Source: an optimization exercise on an open RTL-to-GDS flow (aim: small area). Production flows keep margins and buffers that such runs may drop. At most, simulation tests tie the RTL to the original design; equivalence was not proved. Power and IR drop assume default switching activity.

Setup of alpha:
## fpu
module fpu(input logic clk,
           input logic [2:0] op,
           input logic [31:0] x1,
           input logic [31:0] x2,
           output logic [31:0] y);
Size in the first run: ~2400 cells after synthesis, about 22000 µm² of cells after synthesis.
export LEC_CHECK = 0
export CAP_MARGIN = 20
export CORE_MARGIN = 2
export CORE_UTILIZATION = 40
export CTS_BUF_LIST = sky130_fd_sc_hd__clkbuf_8
export SLEW_MARGIN = 20
export SYNTH_HIERARCHICAL = 1
create_clock -name core_clock -period 10.0 [get_ports {clk}]
standard.sh (not shown) runs the stock make flow with config.mk's settings and CLKGATE_MAP_FILE= SYNTH_SCRIPT=/design/flow/synth_recipe.tcl, a recipe that flattens the netlist after the stock synthesis.
==> flow/flow/run.sh <==
#!/bin/bash
# The standard layout, with the port buffers that placement inserts
# made sky130_fd_sc_hd__buf_1 (the standard flow picks a larger buffer).
set -euo pipefail
export BUFFER_PORTS_ARGS="-buffer_cell sky130_fd_sc_hd__buf_1"
bash standard.sh > standard.log 2>&1
### alpha -> beta
--- a/flow/design.v
+++ b/flow/design.v
@@ -1,12 +1,12 @@
 module fmul_tree(input logic [22:0] a,
                  input logic [22:0] b,
-                 output logic [25:0] Xn,
-                 output logic [25:0] Yn,
-                 output logic c1n,
-                 output logic c2n);
+                 output logic [25:0] X,
+                 output logic [25:0] Y,
+                 output logic c1,
+                 output logic c2);
     logic p1;
     logic p2;
     logic p3;
     logic p4;
     logic p5;
     logic p6;
@@ -2104,16 +2104,16 @@
     fa3 us1233(.a(p130), .b(p142), .c(p154), .s(s1233), .co(c1234));
     fa3 us1235(.a(p166), .b(c1226), .c(s1233), .s(s1235), .co(c1236));
     fa3 us1237(.a(c1228), .b(s1235), .c(c1230), .s(s1237), .co(c1238));
     fa3 us1239(.a(p143), .b(p155), .c(p167), .s(s1239), .co(c1240));
     fa3 us1241(.a(c1234), .b(s1239), .c(c1236), .s(s1241), .co(c1242));
     fa3 us1243(.a(p156), .b(p168), .c(c1240), .s(s1243), .co(c1244));
-    assign Xn = {1'b1, 1'b0, c1242, c1238, c1232, c1224, c1214, c1202, c1188, c1172, c1154, c1134, c1112, c1088, c1062, c1034, c1004, c972, c938, c902, c864, c824, c782, s781, s737, s693};
-    assign Yn = {1'b1, c1244, s1243, s1241, s1237, s1231, s1223, s1213, s1201, s1187, s1171, s1153, s1133, s1111, s1087, s1061, s1033, s1003, s971, s937, s901, s863, s823, 1'b1, 1'b1, 1'b1};
-    assign c1n = k554;
-    assign c2n = k654;
+    assign X = ~{1'b1, 1'b0, c1242, c1238, c1232, c1224, c1214, c1202, c1188, c1172, c1154, c1134, c1112, c1088, c1062, c1034, c1004, c972, c938, c902, c864, c824, c782, s781, s737, s693};
+    assign Y = ~{1'b1, c1244, s1243, s1241, s1237, s1231, s1223, s1213, s1201, s1187, s1171, s1153, s1133, s1111, s1087, s1061, s1033, s1003, s971, s937, s901, s863, s823, 1'b1, 1'b1, 1'b1};
+    assign c1 = ~k554;
+    assign c2 = ~k654;
 endmodule
 module fa3(input logic a, input logic b, input logic c,
            output logic s, output logic co);
     assign s = a ^ b ^ c;
     assign co = (a & b) | (a & c) | (b & c);
 endmodule
@@ -2189,19 +2189,15 @@
             sh_in  = {2'b01, f1, 8'd0};
             sh_amt = ((is_floor & fl_int) | ft_158) ? 8'd0 : d2[7:0];
             sh_kill = (is_ftoi & d2[8] & ~ft_158) | ~(is_ftoi | is_floor | is_mul);
         end
     end
     assign sh_out = sh_kill ? 33'd0 : (sh_in >> sh_amt);
-    logic [25:0] mxn, myn, mx, my;
-    logic mc1n, mc2n, mc1, mc2;
-    fmul_tree u_tree(.a(f1), .b(f2), .Xn(mxn), .Yn(myn), .c1n(mc1n), .c2n(mc2n));
-    assign mx = ~mxn;
-    assign my = ~myn;
-    assign mc1 = ~mc1n;
-    assign mc2 = ~mc2n;
+    logic [25:0] mx, my;
+    logic mc1, mc2;
+    fmul_tree u_tree(.a(f1), .b(f2), .X(mx), .Y(my), .c1(mc1), .c2(mc2));
     logic [8:0] me;
     logic [8:0] mec;
     assign mec[0] = 1'b1;
     for (genvar i = 0; i < 8; i++) begin : g_me
         fa3 u_fa(.a(e1[i]), .b(e2[i]), .c(mec[i]), .s(me[i]), .co(mec[i + 1]));
     end
Findings:
Min via count of the first global-routing pass across alpha and beta: alpha. Re growth of design area from synthesis to finish: alpha was lower than beta. Compared to alpha, beta was floorplanned on a smaller die. beta — proportion of total power due to net switching 0.61 points higher, alpha as reference. Internal power: beta vs alpha down 13 µW. Where clock period minus worst slack is concerned, alpha is better than beta. beta vs. alpha: via count rose about 0.6%; met2 global-route usage rose 0.63 points; starting density of the core fell 0.16 points; global-route track usage on met3 about even.
The RTL of beta was laid out without a check of its function.

========
Another version of the RTL of fpu (not shown whole).
Size: about 2,400 cells after synthesis.
==> module fpu, before the edit <==
module fpu(input logic clk,
           input logic [2:0] op,
           input logic [31:0] x1,
           input logic [31:0] x2,
           output logic [31:0] y);
    localparam logic [1:0] C_OTHER = 2'd0;   
    localparam logic [1:0] C_ITOF  = 2'd1;
    localparam logic [1:0] C_MUL   = 2'd2;
    localparam logic [1:0] C_FTOI  = 2'd3;
    logic is_add, is_mul, is_ftoi, is_itof, is_floor;
    assign is_add   = (op == 3'd0) | (op == 3'd1);
    assign is_mul   = (op == 3'd2);
    assign is_ftoi  = (op == 3'd3);
    assign is_itof  = (op == 3'd4);
    assign is_floor = (op == 3'd5);
    logic s1, s2;
    logic [7:0] e1, e2;
    logic [22:0] f1, f2;
    assign s1 = x1[31];
    assign s2 = x2[31] ^ (op == 3'd1);
    assign e1 = x1[30:23];
    assign e2 = x2[30:23];
    assign f1 = x1[22:0];
    assign f2 = x2[22:0];
    logic [8:0] d1, d2;
    logic [7:0] p2;
    logic big;
    assign d1 = {1'b0, e1} - {1'b0, e2};
    assign big = (e1 == e2) ? (f1 >= f2) : ~d1[8];
    assign p2 = is_add ? e2 : (is_ftoi ? 8'd157 : 8'd150);
    assign d2 = {1'b0, p2} - {1'b0, e1};
    logic [7:0] eb;
    logic [22:0] fb, fs;
    logic es_zero;
    assign eb = big ? e1 : e2;
    assign fb = big ? f1 : f2;
    assign fs = big ? f2 : f1;
    assign es_zero = big ? (e2 == 8'd0) : (e1 == 8'd0);
    logic fl_int;
    assign fl_int = d2[8] | (d2 == 9'd0);
    logic ft_158;
    assign ft_158 = (d2 == 9'h1ff);
    logic sticky;
    always_comb begin
        sticky = (e1 < 8'd127);
        for (int j = 0; j < 23; j++)
            if (f1[j] && (e1 < 8'(150 - j))) sticky = 1'b1;
    end
    logic inc;
    assign inc = s1 & sticky;
    logic itof_min;
    assign itof_min = (x1 == 32'h80000000);
    logic [32:0] sh_in, sh_out;
    logic [7:0] sh_amt;
    logic sh_kill;
    always_comb begin
        if (is_add) begin
            sh_in  = {2'b01, fs, 8'd0};
            sh_amt = big ? d1[7:0] : d2[7:0];
            sh_kill = es_zero;
        end else if (is_itof | (is_floor & fl_int)) begin
            sh_in  = {x1, 1'b0};
            sh_amt = 8'd0;
            sh_kill = is_itof & itof_min;
        end else begin
            sh_in  = {2'b01, f1, 8'd0};
            sh_amt = ft_158 ? 8'd0 : d2[7:0];
            sh_kill = (is_ftoi & d2[8] & ~ft_158) | ~(is_ftoi | is_floor | is_mul);
        end
    end
    assign sh_out = (sh_kill | (sh_amt[7:5] != 3'd0)) ? 33'd0 : (sh_in >> sh_amt[4:0]);
    logic [25:0] mxn, myn, mx, my;
    logic mc1n, mc2n, mc1, mc2;
    fmul_tree u_tree(.a(f1), .b(f2), .Xn(mxn), .Yn(myn), .c1n(mc1n), .c2n(mc2n));
    assign mx = ~mxn;
    assign my = ~myn;
    assign mc1 = ~mc1n;
    assign mc2 = ~mc2n;
    logic [8:0] me;
    logic [8:0] mec;
    assign mec[0] = 1'b1;
    for (genvar i = 0; i < 8; i++) begin : g_me
        fa3 u_fa(.a(e1[i]), .b(e2[i]), .c(mec[i]), .s(me[i]), .co(mec[i + 1]));
    end
    assign me[8] = mec[8];
    logic [32:7] a_d;
    logic [32:0] b_d;
    logic inv_d, s_d;
    logic [8:0] e_d;
    logic [1:0] cls_d;
    always_comb begin
        a_d = 26'd0;
        b_d = {sh_out[32:8], 8'd0};
        inv_d = 1'b0;
        s_d = s1;
        e_d = 9'd0;
        cls_d = C_OTHER;
        case (1'b1)
            is_add: begin
                a_d[31:8] = {(e1 != 8'd0) | (e2 != 8'd0), fb};
                inv_d = s1 ^ s2;
                s_d = big ? s1 : s2;
                e_d = {1'b0, eb};
            end
            is_mul: begin
                a_d[32:7] = mx;
                b_d = {my[25:1], mc2, {7{mc1}}};
                s_d = x1[31] ^ x2[31];
                e_d = {me[8] ^ me[7], ~me[7], me[6:0]};
                cls_d = C_MUL;
            end
            is_ftoi: begin
                b_d = sh_out;
                inv_d = s1;
                e_d = {8'd0, ft_158};
                cls_d = C_FTOI;
            end
            is_itof: begin
                b_d = sh_out;
                inv_d = s1 & ~itof_min;
                e_d = 9'd157;
                cls_d = C_ITOF;
            end
            is_floor: begin
                if (fl_int) begin
                    b_d = sh_out;
                    cls_d = C_FTOI;
                end else begin
                    b_d[7:0] = {8{inc}};
                    e_d = 9'd150;
                end
            end
            default: ;
        endcase
    end
    logic [32:7] ra;
    logic [32:0] rb;
    logic rinv, rs, rmz;
    logic [8:0] re;
    logic [1:0] rcls;
    always_ff @(posedge clk) begin
        ra <= a_d;
        rb <= b_d;
        rinv <= inv_d;
        rs <= s_d;
        re <= e_d;
        rcls <= cls_d;
        rmz <= (e1 == 8'd0) | (e2 == 8'd0);
    end
    logic [32:0] bx;
    assign bx = rb ^ {33{rinv}};
    logic [6:0] half;
    always_comb begin
        for (int j = 0; j < 7; j++)
            half[j] = (rcls == C_ITOF) & bx[j + 25] & ~|(bx[31:25] >> (j + 1));
    end
    logic [32:0] ax;
    assign ax = {ra[32:8], ra[7] | half[6], half[5:0], 1'b0};
    logic cin;
    assign cin = (rcls == C_FTOI) | rinv | rb[0];
    logic [32:0] sum;
    add33 u_add(.a(ax), .b(bx), .cin(cin), .s(sum));
    logic [31:0] rm;
    logic [8:0] re1;
    logic rs2, rmz2, rmu2;
    logic [1:0] rcls2;
    always_ff @(posedge clk) begin
        rm <= sum[32:1];
        re1 <= re + 9'd1;
        rs2 <= rs;
        rmz2 <= rmz;
        rmu2 <= ~re[8];
        rcls2 <= rcls;
    end
    logic [31:0] n16, n8, n4, n2, n1;
    logic [4:0] lz;
    assign lz[4] = ~|rm[31:16];
    assign n16 = lz[4] ? {rm[15:0], 16'd0} : rm;
    assign lz[3] = ~|n16[31:24];
    assign n8 = lz[3] ? {n16[23:0], 8'd0} : n16;
    assign lz[2] = ~|n8[31:28];
    assign n4 = lz[2] ? {n8[27:0], 4'd0} : n8;
    assign lz[1] = ~|n4[31:30];
    assign n2 = lz[1] ? {n4[29:0], 2'd0} : n4;
    assign lz[0] = ~n2[31];
    assign n1 = lz[0] ? {n2[30:0], 1'd0} : n2;
    logic zero;
    assign zero = ~n1[31];
    logic [9:0] t;
    assign t = {1'b0, re1} - {5'd0, lz};
    always_comb begin
        case (rcls2)
            C_FTOI: y = re1[1] ? {rm[30:0], 1'b0} : rm;
            C_MUL: begin
                if (rmz2) y = 32'd0;
                else if (rmu2 | (t[7:0] == 8'd0)) y = {rs2, 8'd1, 23'd0};
                else y = {rs2, t[7:0], n1[30:8]};
            end
            default: begin
                if (zero) y = {rs2 & (rcls2 == C_ITOF), 31'd0};
                else if (t[9] | (t == 10'd0)) y = 32'd0;
                else y = {rs2, t[7:0], n1[30:8]};
            end
        endcase
    end
endmodule
==> flow/config.mk <==
export PLATFORM = sky130hd
export DESIGN_NAME = fpu
export DESIGN_NICKNAME = fpu
export VERILOG_FILES = /design/flow/design.v
export SDC_FILE = /design/flow/constraint.sdc
export NUM_CORES = 4
export LEC_CHECK = 0
export CAP_MARGIN = 20
export CORE_MARGIN = 2
export CORE_UTILIZATION = 40
export CTS_BUF_LIST = sky130_fd_sc_hd__clkbuf_8
export SLEW_MARGIN = 20
export SYNTH_HIERARCHICAL = 1
==> flow/constraint.sdc <==
create_clock -name core_clock -period 10.0 [get_ports {clk}]
set_input_delay 2.0000 -clock core_clock [delete_from_list [all_inputs] [get_ports {clk}]]
set_output_delay 2.0000 -clock core_clock [all_outputs]
set_load 0.01 [all_outputs]
==> flow/flow/run.sh <==
#!/bin/bash
# The standard layout, with the port buffers that placement inserts
# made sky130_fd_sc_hd__buf_2 (the standard flow picks a larger buffer).
set -euo pipefail
export BUFFER_PORTS_ARGS="-buffer_cell sky130_fd_sc_hd__buf_2"
bash standard.sh > standard.log 2>&1
The baseline produced a clean layout.
Edit:
--- a/flow/design.v
+++ b/flow/design.v
@@ -2179,17 +2179,17 @@
     always_comb begin
         if (is_add) begin
             sh_in  = {2'b01, fs, 8'd0};
             sh_amt = big ? d1[7:0] : d2[7:0];
             sh_kill = es_zero;
-        end else if (is_itof | (is_floor & fl_int)) begin
+        end else if (is_itof) begin
             sh_in  = {x1, 1'b0};
             sh_amt = 8'd0;
-            sh_kill = is_itof & itof_min;
+            sh_kill = itof_min;
         end else begin
             sh_in  = {2'b01, f1, 8'd0};
-            sh_amt = ft_158 ? 8'd0 : d2[7:0];
+            sh_amt = ((is_floor & fl_int) | ft_158) ? 8'd0 : d2[7:0];
             sh_kill = (is_ftoi & d2[8] & ~ft_158) | ~(is_ftoi | is_floor | is_mul);
         end
     end
     assign sh_out = (sh_kill | (sh_amt[7:5] != 3'd0)) ? 33'd0 : (sh_in >> sh_amt[4:0]);
     logic [25:0] mxn, myn, mx, my;
@@ -2218,11 +2218,11 @@
         s_d = s1;
         e_d = 9'd0;
         cls_d = C_OTHER;
         case (1'b1)
             is_add: begin
-                a_d[31:8] = {(e1 != 8'd0) | (e2 != 8'd0), fb};
+                a_d[31:8] = (e1 != 8'd0) | (e2 != 8'd0) ? {1'b1, fb} : 24'd0;
                 inv_d = s1 ^ s2;
                 s_d = big ? s1 : s2;
                 e_d = {1'b0, eb};
             end
             is_mul: begin
@@ -2243,46 +2243,40 @@
                 inv_d = s1 & ~itof_min;
                 e_d = 9'd157;
                 cls_d = C_ITOF;
             end
             is_floor: begin
-                if (fl_int) begin
-                    b_d = sh_out;
-                    cls_d = C_FTOI;
-                end else begin
-                    b_d[7:0] = {8{inc}};
-                    e_d = 9'd150;
-                end
+                b_d[7:0] = {8{inc}};
+                e_d = fl_int ? {1'b0, e1} : 9'd150;
             end
             default: ;
         endcase
     end
     logic [32:7] ra;
     logic [32:0] rb;
-    logic rinv, rs, rmz;
+    logic rs, rmz;
     logic [8:0] re;
     logic [1:0] rcls;
     always_ff @(posedge clk) begin
         ra <= a_d;
-        rb <= b_d;
-        rinv <= inv_d;
+        rb <= b_d ^ {33{inv_d}};
         rs <= s_d;
         re <= e_d;
         rcls <= cls_d;
         rmz <= (e1 == 8'd0) | (e2 == 8'd0);
     end
     logic [32:0] bx;
-    assign bx = rb ^ {33{rinv}};
+    assign bx = rb;
     logic [6:0] half;
     always_comb begin
         for (int j = 0; j < 7; j++)
             half[j] = (rcls == C_ITOF) & bx[j + 25] & ~|(bx[31:25] >> (j + 1));
     end
     logic [32:0] ax;
     assign ax = {ra[32:8], ra[7] | half[6], half[5:0], 1'b0};
     logic cin;
-    assign cin = (rcls == C_FTOI) | rinv | rb[0];
+    assign cin = (rcls == C_FTOI) | rb[0];
     logic [32:0] sum;
     add33 u_add(.a(ax), .b(bx), .cin(cin), .s(sum));
     logic [31:0] rm;
     logic [8:0] re1;
     logic rs2, rmz2, rmu2;
- routed wire length falls by 2.7%
- total power rises by 1.7%
- final cell count falls by 1.5%
- core utilization is about the same
- area after synthesis falls by 0.51%
- non-clock buffer count rises by 3
- clock power falls by 4.6%
- hold slack improves by 0.0070 ns
Function was not checked in any run of this note: the RTL went through the layout flow alone.

[port drivers added, routing unchanged]
How much do the figures lean on ideal ports? The routed layouts below were timed once more, with nothing changed but the port constraints.
Step 1, drivers: a clkbuf_16 drives clk and a buf_2 each remaining input, both assumed.
Step 2 adds t to the input delays and takes it off the output delays; t is the mean of the earliest and latest rising clock arrival at the registers after step 1. Input paths then give back, and output paths get back, about the clock's delay inside the block.
Slacks: ideal ports / drivers / drivers and shift; pairs: ideal ports / drivers.
run | shift t [ns] | slack for setup (ns) | hold WS [ns]
alpha | 0.468 | 1.098 / 1.061 / 1.504 | 0.336 / 0.336 / 0.336
beta | 0.483 | 0.925 / 0.877 / 1.293 | 0.335 / 0.335 / 0.335
the first run of note 2 | 0.453 | 1.096 / 1.096 / 1.096 | 0.332 / 0.332 / 0.332
the second run of note 2 | 0.486 | 1.071 / 1.028 / 1.514 | 0.339 / 0.339 / 0.339
After both steps every run listed still meets setup and hold.
